What follows belongs to an exercise in optimizing a design on an open flow for small area and a short achievable clock period; a production flow would make more cautious choices. Function was not checked in any run shown here: the RTL went through the layout flow alone. Power is estimated from default activity; no workload was simulated.

==> flow/design.v (outline; a module is shown in full before it is edited, if it fits) <==
// module fp32_mul: 1403 lines
// module fp32_mul_fa: 7 lines
// module fp32_mul_ha: 7 lines
module fp32_mul (
    input wire          clk         ,
    input wire          rst_n       ,
    input wire [31:0]   a           ,        
    input wire [31:0]   b           ,        
    input wire          in_valid    ,        
    output reg          out_valid   ,        
    output reg [31:0]   result               
);
  // ...
==> flow/flow/run.sh <==
#!/bin/bash
# The standard layout (standard.sh) with two changes: the ports are buffered
# by buf_2 cells instead of the default delay buffers, and the setup repair
# aims for a slack of 6.15 ns. Synthesis is unchanged.
set -euo pipefail
sed "s/SETUP_SLACK_MARGIN=[0-9.]*/SETUP_SLACK_MARGIN=6.15/" standard.sh > standard_margin.sh
bash standard_margin.sh BUFFER_PORTS_ARGS="-buffer_cell sky130_fd_sc_hd__buf_2" finish > flow_make.log 2>&1
==> flow/standard.sh <==
#!/bin/bash
# synth_recipe.tcl (not shown) runs the flow's synth.tcl, then flattens the netlist and writes it again
# the make line also repeats each setting of config.mk as NAME=value (left out here)
make -C /OpenROAD-flow-scripts/flow DESIGN_CONFIG=/design/flow/config.mk WORK_HOME=/design/flow/orfs CLKGATE_MAP_FILE= SYNTH_SCRIPT=/design/flow/synth_recipe.tcl "${@:-finish}"
==> flow/config.mk <==
export PLATFORM = sky130hd
export DESIGN_NAME = fp32_mul
export DESIGN_NICKNAME = fp32_mul
export VERILOG_FILES = /design/flow/design.v
export SDC_FILE = /design/flow/constraint.sdc
export NUM_CORES = 4
export LEC_CHECK = 0
export ABC_AREA = 1
export CAP_MARGIN = 20
export CORE_MARGIN = 2
export CORE_UTILIZATION = 40
export SETUP_SLACK_MARGIN = 5
export SLEW_MARGIN = 20
export SYNTH_HIERARCHICAL = 1
export SYNTH_MINIMUM_KEEP_SIZE = 0
export TNS_END_PERCENT = 10
==> flow/constraint.sdc <==
create_clock -name core_clock -period 10.0 [get_ports {clk}]
set_input_delay 2.0000 -clock core_clock [delete_from_list [all_inputs] [get_ports {clk}]]
set_output_delay 2.0000 -clock core_clock [all_outputs]
set_load 0.01 [all_outputs]
==> impl_metrics.toml, run 1 <==
[layout]
final_cell_mix = "394 x nand2_1, 280 x o22ai_1, 279 x xor2_1"
multi_input_area_mm2 = 0.0177
drive_above_1_share_pct = 22.0
fill_cells = 4893
bufAreaShareNonClock_pct = 8.29

[global_routing]
grt_pass1_vias = 20500
overflow = 0

[clocking]
cts_resized = 307
htree_levels = 4
cts.path.max_buffers = 2

[detailed_routing]
wl_met2_um = 33700
drt_iter0_markers = 1957
firstDrtPassIters = 5
post-route-drc-count = 0

[pwr]
internal_power_mw = 4.14
p_comb_share_pct = 76.7
power_leakage_nw = 11.6
pg_seq_mw = 1.20
p_per_area_mw_per_mm2 = 312

[worst_setup_path]
cp_num_cells = 32
critPathBufInv = 17
critPathMostFrequentCell = "buf_4"
reg2reg_depth = 32
r2r_start = "s2_hb[34]$_DFF_P_"
slowest_stage = "dfxtp_2"

[floorplan]
io_pins = 100
fp.dieArea_mm2 = 0.0557

[logic_synthesis]
syn_avg_cell_area_um2 = 8.15
synth_area_mm2 = 0.0215
synth_xor_area_share_pct = 11.7
yosys.area_share.adder_pct = 31.2
yosys_warnings = 7

[run_status]
status = "complete, no violations"

[timing]
tns_ns = 0
clock_skew_ns = 0.0169

[min_path]
hold_class = "register to register"
==> inputs of run 2 (changes only) <==
--- a/flow/design.v
+++ b/flow/design.v
@@ -167,144 +167,108 @@
         s1_sign  <= a[31] ^ b[31];
         s1_nan   <= c_nan;
         s1_inf   <= c_inf;
         s1_zero  <= c_zero;
     end
     wire [23:0] xn  = {1'b1, s1_xf};
     wire [23:0] yn  = {1'b1, s1_yf};
     wire [9:0]  e1  = {1'b0, s1_esum} - 10'd127 - {5'd0, s1_lz};
-    wire [31:0] tzx_v = {8'hff, xn};
-    wire tzx_a0_0 = tzx_v[0] | tzx_v[1];
-    wire [0:0] tzx_z0_0 = ~tzx_v[0];
-    wire tzx_a0_1 = tzx_v[2] | tzx_v[3];
-    wire [0:0] tzx_z0_1 = ~tzx_v[2];
-    wire tzx_a0_2 = tzx_v[4] | tzx_v[5];
-    wire [0:0] tzx_z0_2 = ~tzx_v[4];
-    wire tzx_a0_3 = tzx_v[6] | tzx_v[7];
-    wire [0:0] tzx_z0_3 = ~tzx_v[6];
-    wire tzx_a0_4 = tzx_v[8] | tzx_v[9];
-    wire [0:0] tzx_z0_4 = ~tzx_v[8];
-    wire tzx_a0_5 = tzx_v[10] | tzx_v[11];
-    wire [0:0] tzx_z0_5 = ~tzx_v[10];
-    wire tzx_a0_6 = tzx_v[12] | tzx_v[13];
-    wire [0:0] tzx_z0_6 = ~tzx_v[12];
-    wire tzx_a0_7 = tzx_v[14] | tzx_v[15];
-    wire [0:0] tzx_z0_7 = ~tzx_v[14];
-    wire tzx_a0_8 = tzx_v[16] | tzx_v[17];
-    wire [0:0] tzx_z0_8 = ~tzx_v[16];
-    wire tzx_a0_9 = tzx_v[18] | tzx_v[19];
-    wire [0:0] tzx_z0_9 = ~tzx_v[18];
-    wire tzx_a0_10 = tzx_v[20] | tzx_v[21];
-    wire [0:0] tzx_z0_10 = ~tzx_v[20];
-    wire tzx_a0_11 = tzx_v[22] | tzx_v[23];
-    wire [0:0] tzx_z0_11 = ~tzx_v[22];
-    wire tzx_a0_12 = tzx_v[24] | tzx_v[25];
-    wire [0:0] tzx_z0_12 = ~tzx_v[24];
-    wire tzx_a0_13 = tzx_v[26] | tzx_v[27];
-    wire [0:0] tzx_z0_13 = ~tzx_v[26];
-    wire tzx_a0_14 = tzx_v[28] | tzx_v[29];
-    wire [0:0] tzx_z0_14 = ~tzx_v[28];
-    wire tzx_a0_15 = tzx_v[30] | tzx_v[31];
-    wire [0:0] tzx_z0_15 = ~tzx_v[30];
-    wire tzx_a1_0 = tzx_a0_0 | tzx_a0_1;
-    wire [1:0] tzx_z1_0 = tzx_a0_0 ? {1'b0, tzx_z0_0} : {1'b1, tzx_z0_1};
-    wire tzx_a1_1 = tzx_a0_2 | tzx_a0_3;
-    wire [1:0] tzx_z1_1 = tzx_a0_2 ? {1'b0, tzx_z0_2} : {1'b1, tzx_z0_3};
-    wire tzx_a1_2 = tzx_a0_4 | tzx_a0_5;
-    wire [1:0] tzx_z1_2 = tzx_a0_4 ? {1'b0, tzx_z0_4} : {1'b1, tzx_z0_5};
-    wire tzx_a1_3 = tzx_a0_6 | tzx_a0_7;
-    wire [1:0] tzx_z1_3 = tzx_a0_6 ? {1'b0, tzx_z0_6} : {1'b1, tzx_z0_7};
-    wire tzx_a1_4 = tzx_a0_8 | tzx_a0_9;
-    wire [1:0] tzx_z1_4 = tzx_a0_8 ? {1'b0, tzx_z0_8} : {1'b1, tzx_z0_9};
-    wire tzx_a1_5 = tzx_a0_10 | tzx_a0_11;
-    wire [1:0] tzx_z1_5 = tzx_a0_10 ? {1'b0, tzx_z0_10} : {1'b1, tzx_z0_11};
-    wire tzx_a1_6 = tzx_a0_12 | tzx_a0_13;
-    wire [1:0] tzx_z1_6 = tzx_a0_12 ? {1'b0, tzx_z0_12} : {1'b1, tzx_z0_13};
-    wire tzx_a1_7 = tzx_a0_14 | tzx_a0_15;
-    wire [1:0] tzx_z1_7 = tzx_a0_14 ? {1'b0, tzx_z0_14} : {1'b1, tzx_z0_15};
-    wire tzx_a2_0 = tzx_a1_0 | tzx_a1_1;
-    wire [2:0] tzx_z2_0 = tzx_a1_0 ? {1'b0, tzx_z1_0} : {1'b1, tzx_z1_1};
-    wire tzx_a2_1 = tzx_a1_2 | tzx_a1_3;
-    wire [2:0] tzx_z2_1 = tzx_a1_2 ? {1'b0, tzx_z1_2} : {1'b1, tzx_z1_3};
-    wire tzx_a2_2 = tzx_a1_4 | tzx_a1_5;
-    wire [2:0] tzx_z2_2 = tzx_a1_4 ? {1'b0, tzx_z1_4} : {1'b1, tzx_z1_5};
-    wire tzx_a2_3 = tzx_a1_6 | tzx_a1_7;
-    wire [2:0] tzx_z2_3 = tzx_a1_6 ? {1'b0, tzx_z1_6} : {1'b1, tzx_z1_7};
-    wire tzx_a3_0 = tzx_a2_0 | tzx_a2_1;
-    wire [3:0] tzx_z3_0 = tzx_a2_0 ? {1'b0, tzx_z2_0} : {1'b1, tzx_z2_1};
-    wire tzx_a3_1 = tzx_a2_2 | tzx_a2_3;
-    wire [3:0] tzx_z3_1 = tzx_a2_2 ? {1'b0, tzx_z2_2} : {1'b1, tzx_z2_3};
-    wire tzx_a4_0 = tzx_a3_0 | tzx_a3_1;
-    wire [4:0] tzx_z4_0 = tzx_a3_0 ? {1'b0, tzx_z3_0} : {1'b1, tzx_z3_1};
-    wire [31:0] tzy_v = {8'hff, yn};
-    wire tzy_a0_0 = tzy_v[0] | tzy_v[1];
-    wire [0:0] tzy_z0_0 = ~tzy_v[0];
-    wire tzy_a0_1 = tzy_v[2] | tzy_v[3];
-    wire [0:0] tzy_z0_1 = ~tzy_v[2];
-    wire tzy_a0_2 = tzy_v[4] | tzy_v[5];
-    wire [0:0] tzy_z0_2 = ~tzy_v[4];
-    wire tzy_a0_3 = tzy_v[6] | tzy_v[7];
-    wire [0:0] tzy_z0_3 = ~tzy_v[6];
-    wire tzy_a0_4 = tzy_v[8] | tzy_v[9];
-    wire [0:0] tzy_z0_4 = ~tzy_v[8];
-    wire tzy_a0_5 = tzy_v[10] | tzy_v[11];
-    wire [0:0] tzy_z0_5 = ~tzy_v[10];
-    wire tzy_a0_6 = tzy_v[12] | tzy_v[13];
-    wire [0:0] tzy_z0_6 = ~tzy_v[12];
-    wire tzy_a0_7 = tzy_v[14] | tzy_v[15];
-    wire [0:0] tzy_z0_7 = ~tzy_v[14];
-    wire tzy_a0_8 = tzy_v[16] | tzy_v[17];
-    wire [0:0] tzy_z0_8 = ~tzy_v[16];
-    wire tzy_a0_9 = tzy_v[18] | tzy_v[19];
-    wire [0:0] tzy_z0_9 = ~tzy_v[18];
-    wire tzy_a0_10 = tzy_v[20] | tzy_v[21];
-    wire [0:0] tzy_z0_10 = ~tzy_v[20];
-    wire tzy_a0_11 = tzy_v[22] | tzy_v[23];
-    wire [0:0] tzy_z0_11 = ~tzy_v[22];
-    wire tzy_a0_12 = tzy_v[24] | tzy_v[25];
-    wire [0:0] tzy_z0_12 = ~tzy_v[24];
-    wire tzy_a0_13 = tzy_v[26] | tzy_v[27];
-    wire [0:0] tzy_z0_13 = ~tzy_v[26];
-    wire tzy_a0_14 = tzy_v[28] | tzy_v[29];
-    wire [0:0] tzy_z0_14 = ~tzy_v[28];
-    wire tzy_a0_15 = tzy_v[30] | tzy_v[31];
-    wire [0:0] tzy_z0_15 = ~tzy_v[30];
-    wire tzy_a1_0 = tzy_a0_0 | tzy_a0_1;
-    wire [1:0] tzy_z1_0 = tzy_a0_0 ? {1'b0, tzy_z0_0} : {1'b1, tzy_z0_1};
-    wire tzy_a1_1 = tzy_a0_2 | tzy_a0_3;
-    wire [1:0] tzy_z1_1 = tzy_a0_2 ? {1'b0, tzy_z0_2} : {1'b1, tzy_z0_3};
-    wire tzy_a1_2 = tzy_a0_4 | tzy_a0_5;
-    wire [1:0] tzy_z1_2 = tzy_a0_4 ? {1'b0, tzy_z0_4} : {1'b1, tzy_z0_5};
-    wire tzy_a1_3 = tzy_a0_6 | tzy_a0_7;
-    wire [1:0] tzy_z1_3 = tzy_a0_6 ? {1'b0, tzy_z0_6} : {1'b1, tzy_z0_7};
-    wire tzy_a1_4 = tzy_a0_8 | tzy_a0_9;
-    wire [1:0] tzy_z1_4 = tzy_a0_8 ? {1'b0, tzy_z0_8} : {1'b1, tzy_z0_9};
-    wire tzy_a1_5 = tzy_a0_10 | tzy_a0_11;
-    wire [1:0] tzy_z1_5 = tzy_a0_10 ? {1'b0, tzy_z0_10} : {1'b1, tzy_z0_11};
-    wire tzy_a1_6 = tzy_a0_12 | tzy_a0_13;
-    wire [1:0] tzy_z1_6 = tzy_a0_12 ? {1'b0, tzy_z0_12} : {1'b1, tzy_z0_13};
-    wire tzy_a1_7 = tzy_a0_14 | tzy_a0_15;
-    wire [1:0] tzy_z1_7 = tzy_a0_14 ? {1'b0, tzy_z0_14} : {1'b1, tzy_z0_15};
-    wire tzy_a2_0 = tzy_a1_0 | tzy_a1_1;
-    wire [2:0] tzy_z2_0 = tzy_a1_0 ? {1'b0, tzy_z1_0} : {1'b1, tzy_z1_1};
-    wire tzy_a2_1 = tzy_a1_2 | tzy_a1_3;
-    wire [2:0] tzy_z2_1 = tzy_a1_2 ? {1'b0, tzy_z1_2} : {1'b1, tzy_z1_3};
-    wire tzy_a2_2 = tzy_a1_4 | tzy_a1_5;
-    wire [2:0] tzy_z2_2 = tzy_a1_4 ? {1'b0, tzy_z1_4} : {1'b1, tzy_z1_5};
-    wire tzy_a2_3 = tzy_a1_6 | tzy_a1_7;
-    wire [2:0] tzy_z2_3 = tzy_a1_6 ? {1'b0, tzy_z1_6} : {1'b1, tzy_z1_7};
-    wire tzy_a3_0 = tzy_a2_0 | tzy_a2_1;
-    wire [3:0] tzy_z3_0 = tzy_a2_0 ? {1'b0, tzy_z2_0} : {1'b1, tzy_z2_1};
-    wire tzy_a3_1 = tzy_a2_2 | tzy_a2_3;
-    wire [3:0] tzy_z3_1 = tzy_a2_2 ? {1'b0, tzy_z2_2} : {1'b1, tzy_z2_3};
-    wire tzy_a4_0 = tzy_a3_0 | tzy_a3_1;
-    wire [4:0] tzy_z4_0 = tzy_a3_0 ? {1'b0, tzy_z3_0} : {1'b1, tzy_z3_1};
-    wire [5:0]  tzs = {1'b0, tzx_z4_0[4:0]} + {1'b0, tzy_z4_0[4:0]};
-    wire        sticky = (tzs < 6'd22);
+    wire [21:0] ylo;            
+    wire yo0_1 = yn[1] | yn[0];
+    wire yo0_3 = yn[3] | yn[2];
+    wire yo0_5 = yn[5] | yn[4];
+    wire yo0_7 = yn[7] | yn[6];
+    wire yo0_9 = yn[9] | yn[8];
+    wire yo0_11 = yn[11] | yn[10];
+    wire yo0_13 = yn[13] | yn[12];
+    wire yo0_15 = yn[15] | yn[14];
+    wire yo0_17 = yn[17] | yn[16];
+    wire yo0_19 = yn[19] | yn[18];
+    wire yo0_21 = yn[21] | yn[20];
+    wire yo1_2 = yn[2] | yo0_1;
+    wire yo1_3 = yo0_3 | yo0_1;
+    wire yo1_6 = yn[6] | yo0_5;
+    wire yo1_7 = yo0_7 | yo0_5;
+    wire yo1_10 = yn[10] | yo0_9;
+    wire yo1_11 = yo0_11 | yo0_9;
+    wire yo1_14 = yn[14] | yo0_13;
+    wire yo1_15 = yo0_15 | yo0_13;
+    wire yo1_18 = yn[18] | yo0_17;
+    wire yo1_19 = yo0_19 | yo0_17;
+    wire yo2_4 = yn[4] | yo1_3;
+    wire yo2_5 = yo0_5 | yo1_3;
+    wire yo2_6 = yo1_6 | yo1_3;
+    wire yo2_7 = yo1_7 | yo1_3;
+    wire yo2_12 = yn[12] | yo1_11;
+    wire yo2_13 = yo0_13 | yo1_11;
+    wire yo2_14 = yo1_14 | yo1_11;
+    wire yo2_15 = yo1_15 | yo1_11;
+    wire yo2_20 = yn[20] | yo1_19;
+    wire yo2_21 = yo0_21 | yo1_19;
+    wire yo3_8 = yn[8] | yo2_7;
+    wire yo3_9 = yo0_9 | yo2_7;
+    wire yo3_10 = yo1_10 | yo2_7;
+    wire yo3_11 = yo1_11 | yo2_7;
+    wire yo3_12 = yo2_12 | yo2_7;
+    wire yo3_13 = yo2_13 | yo2_7;
+    wire yo3_14 = yo2_14 | yo2_7;
+    wire yo3_15 = yo2_15 | yo2_7;
+    wire yo4_16 = yn[16] | yo3_15;
+    wire yo4_17 = yo0_17 | yo3_15;
+    wire yo4_18 = yo1_18 | yo3_15;
+    wire yo4_19 = yo1_19 | yo3_15;
+    wire yo4_20 = yo2_20 | yo3_15;
+    wire yo4_21 = yo2_21 | yo3_15;
+    assign ylo[0] = yn[0];
+    assign ylo[1] = yo0_1;
+    assign ylo[2] = yo1_2;
+    assign ylo[3] = yo1_3;
+    assign ylo[4] = yo2_4;
+    assign ylo[5] = yo2_5;
+    assign ylo[6] = yo2_6;
+    assign ylo[7] = yo2_7;
+    assign ylo[8] = yo3_8;
+    assign ylo[9] = yo3_9;
+    assign ylo[10] = yo3_10;
+    assign ylo[11] = yo3_11;
+    assign ylo[12] = yo3_12;
+    assign ylo[13] = yo3_13;
+    assign ylo[14] = yo3_14;
+    assign ylo[15] = yo3_15;
+    assign ylo[16] = yo4_16;
+    assign ylo[17] = yo4_17;
+    assign ylo[18] = yo4_18;
+    assign ylo[19] = yo4_19;
+    assign ylo[20] = yo4_20;
+    assign ylo[21] = yo4_21;
+    wire [21:0] stk;
+    assign stk[0] = xn[0] & ylo[21];
+    assign stk[1] = xn[1] & ylo[20];
+    assign stk[2] = xn[2] & ylo[19];
+    assign stk[3] = xn[3] & ylo[18];
+    assign stk[4] = xn[4] & ylo[17];
+    assign stk[5] = xn[5] & ylo[16];
+    assign stk[6] = xn[6] & ylo[15];
+    assign stk[7] = xn[7] & ylo[14];
+    assign stk[8] = xn[8] & ylo[13];
+    assign stk[9] = xn[9] & ylo[12];
+    assign stk[10] = xn[10] & ylo[11];
+    assign stk[11] = xn[11] & ylo[10];
+    assign stk[12] = xn[12] & ylo[9];
+    assign stk[13] = xn[13] & ylo[8];
+    assign stk[14] = xn[14] & ylo[7];
+    assign stk[15] = xn[15] & ylo[6];
+    assign stk[16] = xn[16] & ylo[5];
+    assign stk[17] = xn[17] & ylo[4];
+    assign stk[18] = xn[18] & ylo[3];
+    assign stk[19] = xn[19] & ylo[2];
+    assign stk[20] = xn[20] & ylo[1];
+    assign stk[21] = xn[21] & ylo[0];
+    wire        sticky = |stk;
     wire [24:0] yx = {yn, 1'b0};
     wire [11:0] one, two, neg;
     genvar gi;
     generate
         for (gi = 0; gi < 12; gi = gi + 1) begin : g_booth
             assign one[gi] = yx[2*gi+1] ^ yx[2*gi];
             assign two[gi] = (yx[2*gi+2] & ~yx[2*gi+1] & ~yx[2*gi]) |
                              (~yx[2*gi+2] & yx[2*gi+1] & yx[2*gi]);
@@ -1286,100 +1250,179 @@
     assign cc[26] = sg4_25 | (sp4_25 & cin);
     assign cc[27] = sg4_26 | (sp4_26 & cin);
     assign cc[28] = sg4_27 | (sp4_27 & cin);
     assign cc[29] = sg4_28 | (sp4_28 & cin);
     assign cc[30] = sg4_29 | (sp4_29 & cin);
     wire [29:0] qa = pp ^ cc[29:0];
     wire [25:0] q = qa[29:4];        
     wire        h    = q[25];
-    wire [23:0] sg   = h ? q[25:2] : q[24:1];
-    wire        gbit = h ? q[1] : q[0];
-    wire        sbit = (h & q[0]) | s2_sticky;
-    wire        rinc = gbit & (sbit | sg[0]);
-    wire [24:0] t0;                
-    wire ta0_1 = sg[1] & sg[0];
-    wire ta0_3 = sg[3] & sg[2];
-    wire ta0_5 = sg[5] & sg[4];
-    wire ta0_7 = sg[7] & sg[6];
-    wire ta0_9 = sg[9] & sg[8];
-    wire ta0_11 = sg[11] & sg[10];
-    wire ta0_13 = sg[13] & sg[12];
-    wire ta0_15 = sg[15] & sg[14];
-    wire ta0_17 = sg[17] & sg[16];
-    wire ta0_19 = sg[19] & sg[18];
-    wire ta0_21 = sg[21] & sg[20];
-    wire ta0_23 = sg[23] & sg[22];
-    wire ta1_2 = sg[2] & ta0_1;
+    wire        inc0 = q[0] & (s2_sticky | q[1]);
+    wire        inc1 = q[1] & (q[0] | s2_sticky | q[2]);
+    wire [24:0] t0, t1;            
+    wire ta0_1 = q[2] & q[1];
+    wire ta0_3 = q[4] & q[3];
+    wire ta0_5 = q[6] & q[5];
+    wire ta0_7 = q[8] & q[7];
+    wire ta0_9 = q[10] & q[9];
+    wire ta0_11 = q[12] & q[11];
+    wire ta0_13 = q[14] & q[13];
+    wire ta0_15 = q[16] & q[15];
+    wire ta0_17 = q[18] & q[17];
+    wire ta0_19 = q[20] & q[19];
+    wire ta0_21 = q[22] & q[21];
+    wire ta0_23 = q[24] & q[23];
+    wire ta1_2 = q[3] & ta0_1;
     wire ta1_3 = ta0_3 & ta0_1;
-    wire ta1_6 = sg[6] & ta0_5;
+    wire ta1_6 = q[7] & ta0_5;
     wire ta1_7 = ta0_7 & ta0_5;
-    wire ta1_10 = sg[10] & ta0_9;
+    wire ta1_10 = q[11] & ta0_9;
     wire ta1_11 = ta0_11 & ta0_9;
-    wire ta1_14 = sg[14] & ta0_13;
+    wire ta1_14 = q[15] & ta0_13;
     wire ta1_15 = ta0_15 & ta0_13;
-    wire ta1_18 = sg[18] & ta0_17;
+    wire ta1_18 = q[19] & ta0_17;
     wire ta1_19 = ta0_19 & ta0_17;
-    wire ta1_22 = sg[22] & ta0_21;
+    wire ta1_22 = q[23] & ta0_21;
     wire ta1_23 = ta0_23 & ta0_21;
-    wire ta2_4 = sg[4] & ta1_3;
+    wire ta2_4 = q[5] & ta1_3;
     wire ta2_5 = ta0_5 & ta1_3;
     wire ta2_6 = ta1_6 & ta1_3;
     wire ta2_7 = ta1_7 & ta1_3;
-    wire ta2_12 = sg[12] & ta1_11;
+    wire ta2_12 = q[13] & ta1_11;
     wire ta2_13 = ta0_13 & ta1_11;
     wire ta2_14 = ta1_14 & ta1_11;
     wire ta2_15 = ta1_15 & ta1_11;
-    wire ta2_20 = sg[20] & ta1_19;
+    wire ta2_20 = q[21] & ta1_19;
     wire ta2_21 = ta0_21 & ta1_19;
     wire ta2_22 = ta1_22 & ta1_19;
     wire ta2_23 = ta1_23 & ta1_19;
-    wire ta3_8 = sg[8] & ta2_7;
+    wire ta3_8 = q[9] & ta2_7;
     wire ta3_9 = ta0_9 & ta2_7;
     wire ta3_10 = ta1_10 & ta2_7;
     wire ta3_11 = ta1_11 & ta2_7;
     wire ta3_12 = ta2_12 & ta2_7;
     wire ta3_13 = ta2_13 & ta2_7;
     wire ta3_14 = ta2_14 & ta2_7;
     wire ta3_15 = ta2_15 & ta2_7;
-    wire ta4_16 = sg[16] & ta3_15;
+    wire ta4_16 = q[17] & ta3_15;
     wire ta4_17 = ta0_17 & ta3_15;
     wire ta4_18 = ta1_18 & ta3_15;
     wire ta4_19 = ta1_19 & ta3_15;
     wire ta4_20 = ta2_20 & ta3_15;
     wire ta4_21 = ta2_21 & ta3_15;
     wire ta4_22 = ta2_22 & ta3_15;
     wire ta4_23 = ta2_23 & ta3_15;
+    wire tb0_1 = q[3] & q[2];
+    wire tb0_3 = q[5] & q[4];
+    wire tb0_5 = q[7] & q[6];
+    wire tb0_7 = q[9] & q[8];
+    wire tb0_9 = q[11] & q[10];
+    wire tb0_11 = q[13] & q[12];
+    wire tb0_13 = q[15] & q[14];
+    wire tb0_15 = q[17] & q[16];
+    wire tb0_17 = q[19] & q[18];
+    wire tb0_19 = q[21] & q[20];
+    wire tb0_21 = q[23] & q[22];
+    wire tb0_23 = q[25] & q[24];
+    wire tb1_2 = q[4] & tb0_1;
+    wire tb1_3 = tb0_3 & tb0_1;
+    wire tb1_6 = q[8] & tb0_5;
+    wire tb1_7 = tb0_7 & tb0_5;
+    wire tb1_10 = q[12] & tb0_9;
+    wire tb1_11 = tb0_11 & tb0_9;
+    wire tb1_14 = q[16] & tb0_13;
+    wire tb1_15 = tb0_15 & tb0_13;
+    wire tb1_18 = q[20] & tb0_17;
+    wire tb1_19 = tb0_19 & tb0_17;
+    wire tb1_22 = q[24] & tb0_21;
+    wire tb1_23 = tb0_23 & tb0_21;
+    wire tb2_4 = q[6] & tb1_3;
+    wire tb2_5 = tb0_5 & tb1_3;
+    wire tb2_6 = tb1_6 & tb1_3;
+    wire tb2_7 = tb1_7 & tb1_3;
+    wire tb2_12 = q[14] & tb1_11;
+    wire tb2_13 = tb0_13 & tb1_11;
+    wire tb2_14 = tb1_14 & tb1_11;
+    wire tb2_15 = tb1_15 & tb1_11;
+    wire tb2_20 = q[22] & tb1_19;
+    wire tb2_21 = tb0_21 & tb1_19;
+    wire tb2_22 = tb1_22 & tb1_19;
+    wire tb2_23 = tb1_23 & tb1_19;
+    wire tb3_8 = q[10] & tb2_7;
+    wire tb3_9 = tb0_9 & tb2_7;
+    wire tb3_10 = tb1_10 & tb2_7;
+    wire tb3_11 = tb1_11 & tb2_7;
+    wire tb3_12 = tb2_12 & tb2_7;
+    wire tb3_13 = tb2_13 & tb2_7;
+    wire tb3_14 = tb2_14 & tb2_7;
+    wire tb3_15 = tb2_15 & tb2_7;
+    wire tb4_16 = q[18] & tb3_15;
+    wire tb4_17 = tb0_17 & tb3_15;
+    wire tb4_18 = tb1_18 & tb3_15;
+    wire tb4_19 = tb1_19 & tb3_15;
+    wire tb4_20 = tb2_20 & tb3_15;
+    wire tb4_21 = tb2_21 & tb3_15;
+    wire tb4_22 = tb2_22 & tb3_15;
+    wire tb4_23 = tb2_23 & tb3_15;
     assign t0[0] = 1'b1;
-    assign t0[1] = sg[0];
+    assign t1[0] = 1'b1;
+    assign t0[1] = q[1];
+    assign t1[1] = q[2];
     assign t0[2] = ta0_1;
+    assign t1[2] = tb0_1;
     assign t0[3] = ta1_2;
+    assign t1[3] = tb1_2;
     assign t0[4] = ta1_3;
+    assign t1[4] = tb1_3;
     assign t0[5] = ta2_4;
+    assign t1[5] = tb2_4;
     assign t0[6] = ta2_5;
+    assign t1[6] = tb2_5;
     assign t0[7] = ta2_6;
+    assign t1[7] = tb2_6;
     assign t0[8] = ta2_7;
+    assign t1[8] = tb2_7;
     assign t0[9] = ta3_8;
+    assign t1[9] = tb3_8;
     assign t0[10] = ta3_9;
+    assign t1[10] = tb3_9;
     assign t0[11] = ta3_10;
+    assign t1[11] = tb3_10;
     assign t0[12] = ta3_11;
+    assign t1[12] = tb3_11;
     assign t0[13] = ta3_12;
+    assign t1[13] = tb3_12;
     assign t0[14] = ta3_13;
+    assign t1[14] = tb3_13;
     assign t0[15] = ta3_14;
+    assign t1[15] = tb3_14;
     assign t0[16] = ta3_15;
+    assign t1[16] = tb3_15;
     assign t0[17] = ta4_16;
+    assign t1[17] = tb4_16;
     assign t0[18] = ta4_17;
+    assign t1[18] = tb4_17;
     assign t0[19] = ta4_18;
+    assign t1[19] = tb4_18;
     assign t0[20] = ta4_19;
+    assign t1[20] = tb4_19;
     assign t0[21] = ta4_20;
+    assign t1[21] = tb4_20;
     assign t0[22] = ta4_21;
+    assign t1[22] = tb4_21;
     assign t0[23] = ta4_22;
+    assign t1[23] = tb4_22;
     assign t0[24] = ta4_23;
-    wire [22:0] mant = sg[22:0] ^ ({23{rinc}} & t0[22:0]);
-    wire        rco  = rinc & t0[24];
+    assign t1[24] = tb4_23;
+    wire [22:0] m0 = q[23:1] ^ ({23{inc0}} & t0[22:0]);
+    wire [22:0] m1 = q[24:2] ^ ({23{inc1}} & t1[22:0]);
+    wire        co0 = inc0 & t0[24];
+    wire        co1 = inc1 & t1[24];
+    wire [22:0] mant = h ? m1 : m0;
+    wire        rco  = h ? co1 : co0;
     wire [9:0]  e_p1 = s2_e + 10'd1;
     wire [9:0]  e_p2 = s2_e + 10'd2;
     wire        le0  = s2_e[9] | (s2_e == 10'd0);        
     wire        lem1 = s2_e[9];                           
     wire        ge255 = ~s2_e[9] & (s2_e >= 10'd255);
     wire        ge254 = ~s2_e[9] & (s2_e >= 10'd254);
     wire        ge253 = ~s2_e[9] & (s2_e >= 10'd253);
     wire        unf  = h ? lem1 : le0;
==> flow/flow/run.sh (replaced) <==
#!/bin/bash
# The standard layout (standard.sh) with two changes: the ports are buffered
# by buf_2 cells instead of the default delay buffers, and the setup repair
# aims for a slack of 6 ns. Synthesis is unchanged.
set -euo pipefail
sed "s/SETUP_SLACK_MARGIN=[0-9.]*/SETUP_SLACK_MARGIN=6/" standard.sh > standard_margin.sh
bash standard_margin.sh BUFFER_PORTS_ARGS="-buffer_cell sky130_fd_sc_hd__buf_2" finish > flow_make.log 2>&1
==> impl_metrics.toml, run 2 <==
[logic_synthesis]
synth_enable_flop_cells = 0
yosys_warnings = 7
synth_top_cell_area_share_pct = 24.2
ys_async_sr_fraction_pct = 1.64
netlist_top_cells_area = "fa_1 24%, dfxtp_1 16%, xor2_1 11%"
synth-seq-cells = 183
synth_flop_cell = "dfxtp_1"
yosysMostFrequentCell = "nand2_1"
syn_avg_cell_area_um2 = 8.06
syn_inst = 2724
synth_common_cells = "498 x nand2_1, 282 x xor2_1, 278 x o22ai_1"
yosysTopAreaCell = "fa_1"
ys_seq_area_share_pct = 16.8
synth_area_mm2 = 0.0220
yosysUniqueCellTypes = 53

[place]
gp_congestion = 0.930
dpl_worst_slack_ns = 4.44
dp_cells = 3395
io_buffer_count = 99
hpwl_um = 48800
placed_area_mm2 = 0.0229

[layout]
layout_commonest_cell = "nand2_1"
syn_to_final_growth_pct = 15.5
fill_cells = 5171
drive_above_1_share_pct = 17.1
largest_reg_flops = 60
fin_cells = 3524
utilization_pct = 47.0
top_regs = "s2_hb x60, result x32"
final_nets = 3254
antenna-diode-count = 0
final_cell_mix = "463 x nand2_1, 281 x xor2_1, 273 x o22ai_1"
final_cell_area_mm2 = 0.0254
top_register = "s2_hb"

[pwr]
p_per_area_mw_per_mm2 = 292
power_mw = 7.41
peakVddDrop_mv = 0.159
power_leakage_nw = 11.0

[worst_setup_path]
worstPathCellList = "clkinvlp_4 -> o22ai_1 -> xor2_1 -> fa_1 -> fa_1 -> fa_1 -> fa_1 -> fa_1"
cpPeakStageDelay_ns = 0.61
rrSetupSlack_ns = 5.93
crit_arrival_ns = 4.42
cp-end-kind = "register"
cp_max_fo = 12
worstPathRequired_ns = 10.35
critPathKind = "register to register"
crit_end = "s2_hb[31]$_DFF_P_"
reg2reg_depth = 8
crit_path_start = "s1_xf[11]$_DFF_P_"
crit_path_start_kind = "register"
critPathMostFrequentCell = "fa_1"
timing.rr.end = "s2_hb[31]$_DFF_P_"
r2r_start = "s1_xf[11]$_DFF_P_"
slowest_stage = "dfxtp_1"

[timing]
fmax_mhz = 246
relSlewSlack_pct = 39.8
tightest_slew_ns = 0.902
clock_skew_ns = 0.0176
min_period_ns = 4.07
tns_ns = 0
finalHoldViolCount = 0
post-route-period-util_pct = 40.7
setup_violations = 0
hold_ws_ns = 0.342
setup_ws_ns = 5.93
report.final.slew_viol_count = 0
rsz0062_at_grt = "yes"

[global_routing]
overflow = 0
grt_pass1_wl_um = 114000
grt_max_degree = 32
antenna_found_initial = 0
grt_usage_pct = 25.4
grt_pass1_vias = 20600

[min_path]
whs_path_depth = 0
hold_class = "register to register"

[clocking]
cts_buffers = 17
cts_root_buf = "clkbuf_16"
clkTransAtPathRegs_ns = 0.08
clk_latency_ns = 0.47
cts_tree = "yes"
clock-sinks = 183
cts.path.max_buffers = 2
htree_levels = 4

[detailed_routing]
drt_wl_total_um = 74200
firstDrtPassIters = 8
drt_iter0_markers = 2298
post-route-drc-count = 0
wl_per_cell_um = 21.1
ant_nets = 0
avgViaCountPerCell = 5.86
vias = 20700

[floorplan]
fp-row-count = 85
die_h_um = 238
die_width_um = 238
fp.dieArea_mm2 = 0.0568
start_util_pct = 40.6
io_pins = 100
core-area_mm2 = 0.0540

[job]
cap_violations = 0

[run_status]
status = "complete, no violations"
-- run 2: cell types whose count changed after synthesis, moves of 6 or more --
cell and change:
a21oi_2 +11, inv_2 +12, buf_1 +6, a21oi_1 -21, o221ai_1 +8, nand3_1 +29
nand4_1 +16, nand2_1 +34, nor2_1 +18, inv_1 -15, o22ai_1 -9, nor2_2 +8
-- run 2: worst min path at each step --
stage	from	end	slack (ns)
after CTS	s1_sign$_DFF_P_	s2_sign$_DFF_P_	0.34
after floorplan	s1_inf$_DFF_P_	s2_inf$_DFF_P_	0.31
after detailed placement	s1_sign$_DFF_P_	s2_sign$_DFF_P_	0.33
after global routing	s1_sign$_DFF_P_	s2_sign$_DFF_P_	0.36
final	s1_sign$_DFF_P_	s2_sign$_DFF_P_	0.34
after global placement	s1_sign$_DFF_P_	s2_sign$_DFF_P_	0.31
-- run 2: routing by layer --
layer  wire length, µm  GRT usage [%]
met5                 0              0
met1             29900           33.1
met3              7890           5.70
met4              3080           10.3
met2             33300           41.0
-- run 2: cells by family after synthesis --
group,Yosys count,share of synthesized area (%)
simple gates,951,19.8
compound gates,492,14.0
fa+ha+maj,372,30.3
other cells,2,0.0342
buf+inv,436,7.62
xor+xnor,288,11.5
flops,183,16.8
-- run 2: power by group --
group	leakage (nW)	switching (mW)	internal [mW]
logic	9.15	3.40	2.18
clock network	0.291	0.348	0.338
registers	1.55	0.103	1.04
total	11.0	3.85	3.56
-- run 2: what timing repair did --
item	CTS	global route
setup buffers	36	24
endpoints found under the setup margin	102	117
gates cloned	24	13
pin swaps	9	23
gates resized for setup	136	102
endpoints found under the hold margin	0	0
hold buffers	0	0
-- run 2: per-module statistics from Yosys, one instance, submodules excluded --
module / copies in the design / cell area (µm²) / cells
fp32_mul: 1 / 16300 / 2428
fp32_mul_ha: 32 / 12.5 / 1
fp32_mul_fa: 264 / 20.0 / 1
-- run 2: cell type report --
type                       count  area (µm²)  area share (%)
sequential                   183        3700            14.6
inverter                     275        1100            4.35
multi-input combinational   2122       17300            68.3
timing repair buffer         201        1670            6.60
timing repair inverter        15        92.6           0.365
clock inverter                15         179           0.705
clock buffer                  17         425            1.68
tap                          696         871            3.43
-- run 2: worst max-delay path, delay by kind of cell (launching register included) --
| kind | cells | cell delay (ns) |
|---|---|---|
| fa+ha+maj | 5 | 2.32 |
| flops | 1 | 0.61 |
| buf+inv | 1 | 0.52 |
| compound gates | 1 | 0.27 |
| xor+xnor | 1 | 0.21 |
==> inputs of run 3 (changes only) <==
--- a/flow/config.mk
+++ b/flow/config.mk
@@ -10,3 +10,3 @@
 export CORE_MARGIN = 2
-export CORE_UTILIZATION = 40
+export CORE_UTILIZATION = 45
 export SETUP_SLACK_MARGIN = 5
==> impl_metrics.toml, run 3 <==
[run_status]
status = "complete, no violations"

[clocking]
clkTransAtPathRegs_ns = 0.08
cts.path.max_buffers = 2
clock-sinks = 183
cts_tree = "yes"
cts_buffers = 17
hold_buffers = 0
htree_levels = 4
clk_latency_ns = 0.51
cts_root_buf = "clkbuf_16"

[logic_synthesis]
synth_area_mm2 = 0.0220
synthSimpleGateAreaFrac_pct = 19.8
ys_async_sr_fraction_pct = 1.64
synth_enable_flop_cells = 0
synth_common_cells = "498 x nand2_1, 282 x xor2_1, 278 x o22ai_1"
muxShareOfSynthArea_pct = 0
yosysUniqueCellTypes = 53
yosysMostFrequentCell = "nand2_1"
synth_top_family_by_area = "adder cells"
syn_avg_cell_area_um2 = 8.06
synth_flop_cell = "dfxtp_1"
yosys_warnings = 7
syn_inst = 2724
ys_seq_area_share_pct = 16.8
yosysTopAreaCell = "fa_1"
synth_compound_area_share_pct = 14.0
synth_top_cell_area_share_pct = 24.2
synth-seq-cells = 183
synth_xor_area_share_pct = 11.5
netlist_top_cells_area = "fa_1 24%, dfxtp_1 16%, xor2_1 11%"
yosys.area_share.adder_pct = 30.3

[layout]
top_register = "s2_hb"
final_nets = 3239
drive_above_1_share_pct = 16.1
antenna-diode-count = 0
top_regs = "s2_hb x60, result x32"
largest_reg_flops = 60
layout_commonest_cell = "nand2_1"
final_cell_mix = "467 x nand2_1, 282 x xor2_1, 278 x o22ai_1"
syn_to_final_growth_pct = 13.9

[min_path]
hold_class = "register to register"
whs_path_depth = 0

[place]
hpwl_um = 49300
io_buffer_count = 99
gp_congestion = 0.917

[floorplan]
fp-row-count = 80
start_util_pct = 45.8
core-area_mm2 = 0.0479
io_pins = 100
die_width_um = 225
fp.dieArea_mm2 = 0.0506
die_h_um = 225

[global_routing]
grt_pass1_vias = 20400
overflow = 0
grt_max_degree = 31
grt_usage_pct = 29.4
grt_pass1_wl_um = 115000
antenna_found_initial = 0

[timing]
finalHoldViolCount = 0
clock_skew_ns = 0.0143
tightest_slew_ns = 0.970
report.final.slew_viol_count = 0
fmax_mhz = 244
post-route-period-util_pct = 41.0
min_period_ns = 4.10
rsz0062_at_grt = "yes"
setup_violations = 0
relSlewSlack_pct = 35.1
tns_ns = 0

[detailed_routing]
post-route-drc-count = 0
vias = 20600
avgViaCountPerCell = 6.02
drt_iter0_markers = 2318
drt_wl_total_um = 73600
ant_nets = 0
wl_per_cell_um = 21.5
firstDrtPassIters = 6

[worst_setup_path]
timing.rr.end = "s2_hb[11]$_DFF_P_"
crit_end = "s2_hb[11]$_DFF_P_"
worstPathRequired_ns = 10.38
r2r_start = "s1_xf[20]$_DFF_P_"
crit_path_start = "s1_xf[20]$_DFF_P_"
crit_arrival_ns = 4.48
rrSetupSlack_ns = 5.90
crit_path_start_kind = "register"
cp_max_fo = 12
cp-end-kind = "register"
reg2reg_depth = 8
critPathKind = "register to register"

[pwr]
power_mw = 7.46
power_leakage_nw = 10.9
p_per_area_mw_per_mm2 = 298
peakVddDrop_mv = 0.168

[job]
cap_violations = 0
[run 3: cell counts after synthesis]
Identical to the previous run, type by type.
[run 3: per-stage QoR]
stage / util (%) / hold slack, ns / area [µm²] / std cells / setup WS, ns
global placement: 47.6 / 0.312 / 22800 / 3311 / 4.52
finish: 52.2 / 0.331 / 25000 / 3428 / 5.90
floorplan: - / 0.310 / 22000 / 2735 / 5.96
global route: 52.2 / 0.333 / 25000 / 3428 / 5.83
detailed placement: 47.6 / 0.314 / 22800 / 3312 / 4.77
CTS: 51.3 / 0.333 / 24600 / 3404 / 5.94
[run 3: where the power goes]
part	internal [mW]	switching, mW
Clock	0.364	0.357
Combinational	2.18	3.42
Sequential	1.04	0.106
[run 3: logic make-up (layout without fill, tap and decap cells)]
kind of cell / after synthesis / in the layout
DFF: 183 / 183
buffers and inverters: 436 / 507
other: 2 / 13
AOI/OAI and AO/OA: 492 / 492
and+or+nand+nor: 951 / 958
xor gates and xnor gates: 288 / 288
adders and majority gates: 372 / 372
[run 3: layout make-up]
cell class              instances  area, µm²
fillers                      4474      22900
multi-input cells            2123      17300
flip-flops and latches        183       3700
repair buffers                183       1460
inverters                     275       1110
well taps                     615        769
clock buffers                  17        425
clock inverters                15        196
repair inverters               17        103
[run 3: worst min path at each step]
stage,start,to,slack [ns]
5_1_grt,s1_sign$_DFF_P_,s2_sign$_DFF_P_,0.33
2_1_floorplan,s1_inf$_DFF_P_,s2_inf$_DFF_P_,0.31
3_5_place_dp,s1_nan$_DFF_P_,s2_nan$_DFF_P_,0.31
4_1_cts,s1_nan$_DFF_P_,s2_nan$_DFF_P_,0.33
3_3_place_gp,s1_sign$_DFF_P_,s2_sign$_DFF_P_,0.31
6_report,s1_nan$_DFF_P_,s2_nan$_DFF_P_,0.33
[run 3: modules after synthesis, one instance, submodules excluded]
| module | times used | area [µm²] | flops+latches |
|---|---|---|---|
| fp32_mul | 1 | 16300 | 183 |
| fp32_mul_ha | 32 | 12.5 | 0 |
| fp32_mul_fa | 264 | 20.0 | 0 |
[run 3: worst max-delay path, cell delays in order, from the launching register on]
cell	delay [ns]
dfxtp_1	0.57
clkinvlp_4	0.43
o22ai_1	0.30
xor2_1	0.25
fa_1	0.49
fa_1	0.57
fa_1	0.45
fa_1	0.52
fa_1	0.40
[run 3: routing by layer]
layer | vias up | part of all wire (%) | GRT usage [%]
li1 | 9254 | - | -
met1 | 10000 | 42 | 39.4
met2 | 1165 | 44 | 45.4
met3 | 197 | 10 | 6.98
met4 | 0 | 4.0 | 12.8
met5 | - | 0 | 0
[run 3: timing repair]
action | CTS | global route
buffers inserted | 32 | 19
endpoints found under the setup margin | 102 | 117
pin swaps | 8 | 17
endpoints found under the hold margin | 0 | 0
gates cloned | 28 | 5
gates resized for setup | 145 | 57
==> inputs of run 4 (changes only) <==
--- a/flow/config.mk
+++ b/flow/config.mk
@@ -8,7 +8,7 @@
 export ABC_AREA = 1
-export CAP_MARGIN = 20
+export CAP_MARGIN = 10
 export CORE_MARGIN = 2
-export CORE_UTILIZATION = 45
+export CORE_UTILIZATION = 40
 export SETUP_SLACK_MARGIN = 5
-export SLEW_MARGIN = 20
+export SLEW_MARGIN = 10
 export SYNTH_HIERARCHICAL = 1
==> impl_metrics.toml, run 4 <==
[global_routing]
grt_pass1_vias = 20400
grt_pass1_wl_um = 113000
overflow = 0
grt_max_degree = 32
antenna_found_initial = 0
grt_usage_pct = 25.4

[worst_setup_path]
cp-end-kind = "register"
worstPathRequired_ns = 10.38
cp_max_fo = 12
critPathKind = "register to register"
crit_path_start_kind = "register"
crit_arrival_ns = 4.53

[clocking]
cts_tree = "yes"
htree_levels = 4
cts_root_buf = "clkbuf_16"
hold_buffers = 0
clkTransAtPathRegs_ns = 0.08
cts_buffers = 17
clock-sinks = 183
clk_latency_ns = 0.47
cts.path.max_buffers = 2

[place]
io_buffer_count = 99
placed_area_mm2 = 0.0229
gp_congestion = 0.930
hpwl_um = 48900

[layout]
layout_commonest_cell = "nand2_1"
top_regs = "s2_hb x60, result x32"
largest_reg_flops = 60
final_cell_mix = "463 x nand2_1, 282 x xor2_1, 270 x o22ai_1"
final_cell_area_mm2 = 0.0253
syn_to_final_growth_pct = 15.3
top_register = "s2_hb"
drive_above_1_share_pct = 16.9
antenna-diode-count = 0
final_nets = 3255

[timing]
setup_violations = 0
tightest_slew_ns = 0.711
finalHoldViolCount = 0
relSlewSlack_pct = 52.3
rsz0062_at_grt = "yes"
fmax_mhz = 241
post-route-period-util_pct = 41.5
clock_skew_ns = 0.0151
tns_ns = 0
report.final.slew_viol_count = 0
min_period_ns = 4.15

[logic_synthesis]
syn_avg_cell_area_um2 = 8.06
synth_flop_cell = "dfxtp_1"
synth-seq-cells = 183
synth_common_cells = "498 x nand2_1, 282 x xor2_1, 278 x o22ai_1"
netlist_top_cells_area = "fa_1 24%, dfxtp_1 16%, xor2_1 11%"
synth_top_cell_area_share_pct = 24.2
ys_seq_area_share_pct = 16.8
yosysTopAreaCell = "fa_1"
synth_enable_flop_cells = 0
yosysUniqueCellTypes = 53
yosysMostFrequentCell = "nand2_1"
syn_inst = 2724
yosys_warnings = 7
synth_area_mm2 = 0.0220
ys_async_sr_fraction_pct = 1.64

[run_status]
status = "complete, no violations"

[detailed_routing]
wl_met3_um = 8200
drt_wl_total_um = 74300
drt_iter0_markers = 2482
avgViaCountPerCell = 5.85
wl_met1_um = 29900
vias = 20600
wl_met2_um = 32900
wl_per_cell_um = 21.1
post-route-drc-count = 0
ant_nets = 0
firstDrtPassIters = 8
highest_layer = "met4"

[floorplan]
die_h_um = 238
io_pins = 100
start_util_pct = 40.6
fp-row-count = 85
fp.dieArea_mm2 = 0.0568
core-area_mm2 = 0.0540
die_width_um = 238

[pwr]
pwr-share-clk_pct = 9.1
peakVddDrop_mv = 0.145
p_switching_mw = 3.84
internal_power_mw = 3.54
p_sw_share_pct = 52.0
p_comb_share_pct = 75.4
power_mw = 7.38
power_leakage_nw = 11.0
p_per_area_mw_per_mm2 = 291
seq_power_share_pct = 15.5

[min_path]
hold_class = "register to register"

[job]
cap_violations = 0
run 4: changes by cell type in the layout (fill, tap and decap cells not counted), sizes merged, moves of 2 or more:
cell / change
clkbuf: +5
inv: -2
nor2: +4
buf: +10
clkinv: +2
run 4: modules after synthesis (local to each module, per instance):
module | flops+latches | copies in the design
fp32_mul_fa | 0 | 264
fp32_mul_ha | 0 | 32
fp32_mul | 183 | 1
run 4: layout make-up:
| class | instances | area [µm²] |
|---|---|---|
| Timing Repair inverter | 17 | 100 |
| Fill cell | 5155 | 28700 |
| Sequential cell | 183 | 3690 |
| Timing Repair Buffer | 196 | 1610 |
| Tap cell | 696 | 871 |
| Clock buffer | 18 | 429 |
| Clock inverter | 14 | 154 |
| Inverter | 275 | 1110 |
| Multi-Input combinational cell | 2126 | 17400 |
run 4: cell families after synthesis:
family	Yosys count	synth area share, %
buf+inv	436	7.62
simple gates	951	19.8
fa+ha+maj	372	30.3
flops	183	16.8
compound gates	492	14.0
other cells	2	0.0342
xor+xnor	288	11.5
run 4: power by group through the flow:
| stage | logic [mW] | clock network (mW) | registers [mW] |
|---|---|---|---|
| after floorplan | 4.10 | 0 | 1.14 |
| after detailed placement | 5.44 | 0 | 1.15 |
| after global placement | 5.30 | 0 | 1.15 |
| final | 5.57 | 0.672 | 1.14 |
| after CTS | 5.53 | 0.691 | 1.14 |
| after global routing | 6.37 | 0.723 | 1.16 |
run 4: repair_timing:
item / 4_1_cts / 5_1_grt
setup buffers: 29 / 30
pin swaps: 8 / 26
setup endpoints to repair: 103 / 120
resized for setup: 135 / 93
cloned: 23 / 16
run 4: final timing paths:
check	startpoint	to	slack (ns)	depth (start not counted)
min	s1_sign$_DFF_P_	s2_sign$_DFF_P_	0.34	0
max in group asynchronous	rst_n	s1_valid$_DFF_PN0_	8.59	1
min in group asynchronous	rst_n	s2_valid$_DFF_PN0_	1.30	1
min reg2reg	s1_sign$_DFF_P_	s2_sign$_DFF_P_	0.34	0
max reg2reg	s1_xf[7]$_DFF_P_	s2_lg[4]$_DFF_P_	5.85	8
max	s1_xf[7]$_DFF_P_	s2_lg[4]$_DFF_P_	5.85	8
run 4: per-layer routing:
layer / vias to the layer above / GRT usage, %
li1: 9290 / -
met1: 9915 / 33.6
met2: 1211 / 40.2
met3: 221 / 5.71
met4: 0 / 10.3
met5: - / 0
run 4: critical path: stages (launching register included):
cell and delay (ns):
dfxtp_1 0.64, clkinvlp_2 0.76, o22ai_1 0.42, xor2_1 0.24, fa_1 0.47, fa_1 0.52
fa_1 0.53, ha_1 0.32, a21o_1 0.17
run 4: metrics by stage:
stage | instances | utilization, % | setup WS [ns] | hold WS (ns)
floorplan | 2735 | - | 5.96 | 0.310
global placement | 3395 | 42.5 | 4.53 | 0.311
detailed placement | 3395 | 42.5 | 4.41 | 0.319
CTS | 3479 | 45.4 | 5.95 | 0.338
global route | 3525 | 46.9 | 5.78 | 0.349
finish | 3525 | 46.9 | 5.85 | 0.336

-- separate check: timing with driven ports --
How much do the figures lean on ideal ports? The routed layouts below were timed once more, with nothing changed but the port constraints.
Step 1 (the two cells are an assumption about what drives the block):
set clk [get_ports {clk}]
set_driving_cell -lib_cell sky130_fd_sc_hd__clkbuf_16 $clk
set_driving_cell -lib_cell sky130_fd_sc_hd__buf_2 [delete_from_list [all_inputs] $clk]
Step 2 moves the port delays by t, midway between the first and last clock arrival at a register: inputs arrive t later, outputs are due t later. That takes back most of the time a late clock gives input paths.
a / b / c = ideal ports / drivers / drivers and shift; a / b = the first two.
| run | shift t [ns] | slack for setup (ns) | worst slew at a driven data input, ns | pins driven straight from the clock port |
|---|---|---|---|---|
| run 1 | 0.554 | 5.813 / 5.813 / 5.395 | 0.04 | 1 |
| run 2 | 0.522 | 5.929 / 5.929 / 5.570 | 0.04 | 1 |
| run 3 | 0.555 | 5.897 / 5.897 / 5.589 | 0.04 | 1 |
| run 4 | 0.525 | 5.851 / 5.851 / 5.552 | 0.04 | 1 |
After both steps setup and hold are still met in every run listed. The setup slack of run 1, which loses most, moves by 0.000 ns with the drivers and by -0.418 ns with both steps.
